This design comes from an exercise in tuning for small area on the open sky130 flow, not from production work.
Only simulation tests tie the RTL to the original design; equivalence was not proved.

// Posit_mult_N32_ES6_PIPE6
module Posit_mult_N32_ES6_PIPE6(clk, in1, in2, start, out, inf, zero, done);
clock: 9.0 ns
lec_check: 0
cap_margin: 20
core_margin: 2
core_utilization: 40
cts_buf_list: sky130_fd_sc_hd__clkbuf_8
gpl_timing_driven: 0
slew_margin: 20
synth_hierarchical: 1
synth_minimum_keep_size: 0
standard.sh (not shown) runs the stock make flow with config.mk's settings and CLKGATE_MAP_FILE= SYNTH_SCRIPT=/design/flow/synth_recipe.tcl, a recipe that flattens the netlist after the stock synthesis.
==> flow/flow/run.sh <==
#!/bin/bash
set -euo pipefail
export BUFFER_PORTS_ARGS="-buffer_cell sky130_fd_sc_hd__buf_1"
export REMOVE_ABC_BUFFERS=1
bash standard.sh > standard.log 2>&1
The baseline went through all stages and came out clean.
Next try:
--- a/flow/flow/run.sh
+++ b/flow/flow/run.sh
@@ -1,0 +2,3 @@
+# The standard layout (the standard.sh: ORFS synthesis through finish),
+# with the port buffers that global placement inserts made from the smallest
+# buffer cell instead of the resizer's default choice.
@@ -4 +6,0 @@
-export REMOVE_ABC_BUFFERS=1
Settings changed: GPL_TIMING_DRIVEN 0 to default.
=> The new run went through all stages and came out clean. Global-route usage stays flat. Final cell count rose slightly. Cell area rose slightly. Utilization grows by 0.13 points. Via count drops slightly.

Another version of the RTL of Posit_mult_N32_ES6_PIPE6 (not shown whole).
Size in the first run: ~2800 cells after synthesis, roughly 0.024 mm2 of cells after synthesis.
// Posit_mult_N32_ES6_PIPE6
module Posit_mult_N32_ES6_PIPE6(clk, in1, in2, start, out, inf, zero, done);
==> flow/config.mk <==
export PLATFORM = sky130hd
export DESIGN_NAME = Posit_mult_N32_ES6_PIPE6
export DESIGN_NICKNAME = Posit_mult_N32_ES6_PIPE6
export VERILOG_FILES = /design/flow/design.v
export SDC_FILE = /design/flow/constraint.sdc
export NUM_CORES = 4
export LEC_CHECK = 0
export CAP_MARGIN = 20
export CELL_PAD_IN_SITES_DETAIL_PLACEMENT = 1
export CORE_MARGIN = 2
export CORE_UTILIZATION = 50
export SLEW_MARGIN = 20
export SYNTH_HIERARCHICAL = 1
export SYNTH_MINIMUM_KEEP_SIZE = 0
==> flow/constraint.sdc <==
create_clock -name core_clock -period 9.0 [get_ports {clk}]
set_input_delay 1.8000 -clock core_clock [delete_from_list [all_inputs] [get_ports {clk}]]
set_output_delay 1.8000 -clock core_clock [all_outputs]
set_load 0.01 [all_outputs]
==> flow/flow/run.sh <==
#!/bin/bash
# The standard layout (the standard.sh: ORFS synthesis through finish),
# with the port buffers that global placement inserts made from the smallest
# buffer cell instead of the resizer's default choice.
set -euo pipefail
export BUFFER_PORTS_ARGS="-buffer_cell sky130_fd_sc_hd__buf_1"
bash standard.sh > standard.log 2>&1
Change:
CELL_PAD_IN_SITES_DETAIL_PLACEMENT = unset   (was 1)
CORE_UTILIZATION = 45   (was 50)
Cell area stays flat; worst setup slack got worse by 0.21 ns.

Setup of run 1:
RTL: one of the versions met above, not the one the previous note started from.
Size in the first run: roughly 2700 cells after synthesis, ~100 I/O pins, ~0.026 mm^2 of cells after synthesis.
clock: 9.0 ns
lec_check: 0
cap_margin: 20
core_margin: 2
core_utilization: 40
gpl_timing_driven: 0
slew_margin: 20
synth_hierarchical: 1
synth_minimum_keep_size: 0
==> flow/flow/run.sh <==
#!/bin/bash
set -euo pipefail
export BUFFER_PORTS_ARGS="-buffer_cell sky130_fd_sc_hd__buf_1"
export REMOVE_ABC_BUFFERS=1
bash standard.sh > standard.log 2>&1
Here is what was changed in the inputs of run 2 compared with run 1.
Settings: removing GPL_TIMING_DRIVEN (formerly 0); setting CTS_BUF_LIST to sky130_fd_sc_hd__clkbuf_8 for the first time.
==> flow/run.sh (new file) <==
#!/bin/bash
# synth_recipe.tcl (not shown) runs the flow's synth.tcl, then flattens the netlist and writes it again
# the make line also repeats each setting of config.mk as NAME=value (left out here)
make -C /OpenROAD-flow-scripts/flow DESIGN_CONFIG=/design/flow/config.mk WORK_HOME=/design/flow/orfs CLKGATE_MAP_FILE= SYNTH_SCRIPT=/design/flow/synth_recipe.tcl finish
removed: flow/flow/run.sh
removed: flow/standard.sh
[summary]
Taking run 1 as the reference point, the total met2 wirelength after detailed routing of run 2 falls by 4.5%. Against run 1, the final cell area of run 2 is higher. From run 1 to run 2 the numbers moved as follows: total area of multi-input combinational cells lower; fraction of final layout cells sized beyond drive strength 1 higher; last weighted congestion value of the routability-driven placer increased by 11% relative to the old numbers; worst setup slack moved up. Between run 2 and run 1, it is run 2 whose maximum clock rate is higher, by 0.96 MHz.
[inputs] run 3 vs run 2
Settings: CAP_MARGIN changed from 20 to 0; SLEW_MARGIN changed from 20 to 0.
Notes after the runs:
Run 3 against run 2: synthesized cell count did not really move.
Run 2 -> run 3: maximum clock insertion buffer count delta 0, exact match
Run 3 against run 2: worst hold slack across all endpoints comparable; number of diodes comparable; minimum clock period after layout comparable.
Diff run 2 -> run 3: total standard cell area after synthesis saw little to no change, post-route worst setup slack saw little to no change.

==> afterwards: timing with drivers on the ports <==
In the flow no input, the clock included, has a driving cell. The finished layouts below were timed again as built, in two steps. Step 1 assumes that a clkbuf_16 drives the clock port and a buf_2 every other input. Step 2 adds t to the input delays and takes it off the output delays; t is the mean of the earliest and latest rising clock arrival at the registers after step 1. Input paths then give back, and output paths get back, about the clock's delay inside the block. Three values: ideal, step 1, step 2; two values: the first two.
| run | t (ns) | setup slack, ns | latest minus earliest clock arrival (ns) |
|---|---|---|---|
| the first run of note 1 | 0.452 | 0.468 / 0.487 / 0.035 | 0.025 / 0.025 |
| the second run of note 1 | 0.438 | 0.879 / 0.902 / 0.465 | 0.032 / 0.031 |
| the first run of note 2 | 0.453 | 0.859 / 0.859 / 0.760 | 0.027 / 0.027 |
| the second run of note 2 | 0.432 | 0.646 / 0.646 / 0.646 | 0.014 / 0.014 |
| run 1 | 0.418 | 0.503 / 0.503 / 0.188 | 0.014 / 0.015 |
| run 2 | 0.442 | 0.572 / 0.595 / 0.153 | 0.029 / 0.029 |
| run 3 | 0.442 | 0.572 / 0.595 / 0.153 | 0.029 / 0.029 |
After both steps every run listed still meets setup and hold. The setup slack of the first run of note 1, which loses most, moves by +0.019 ns with the drivers and by -0.433 ns with both steps.
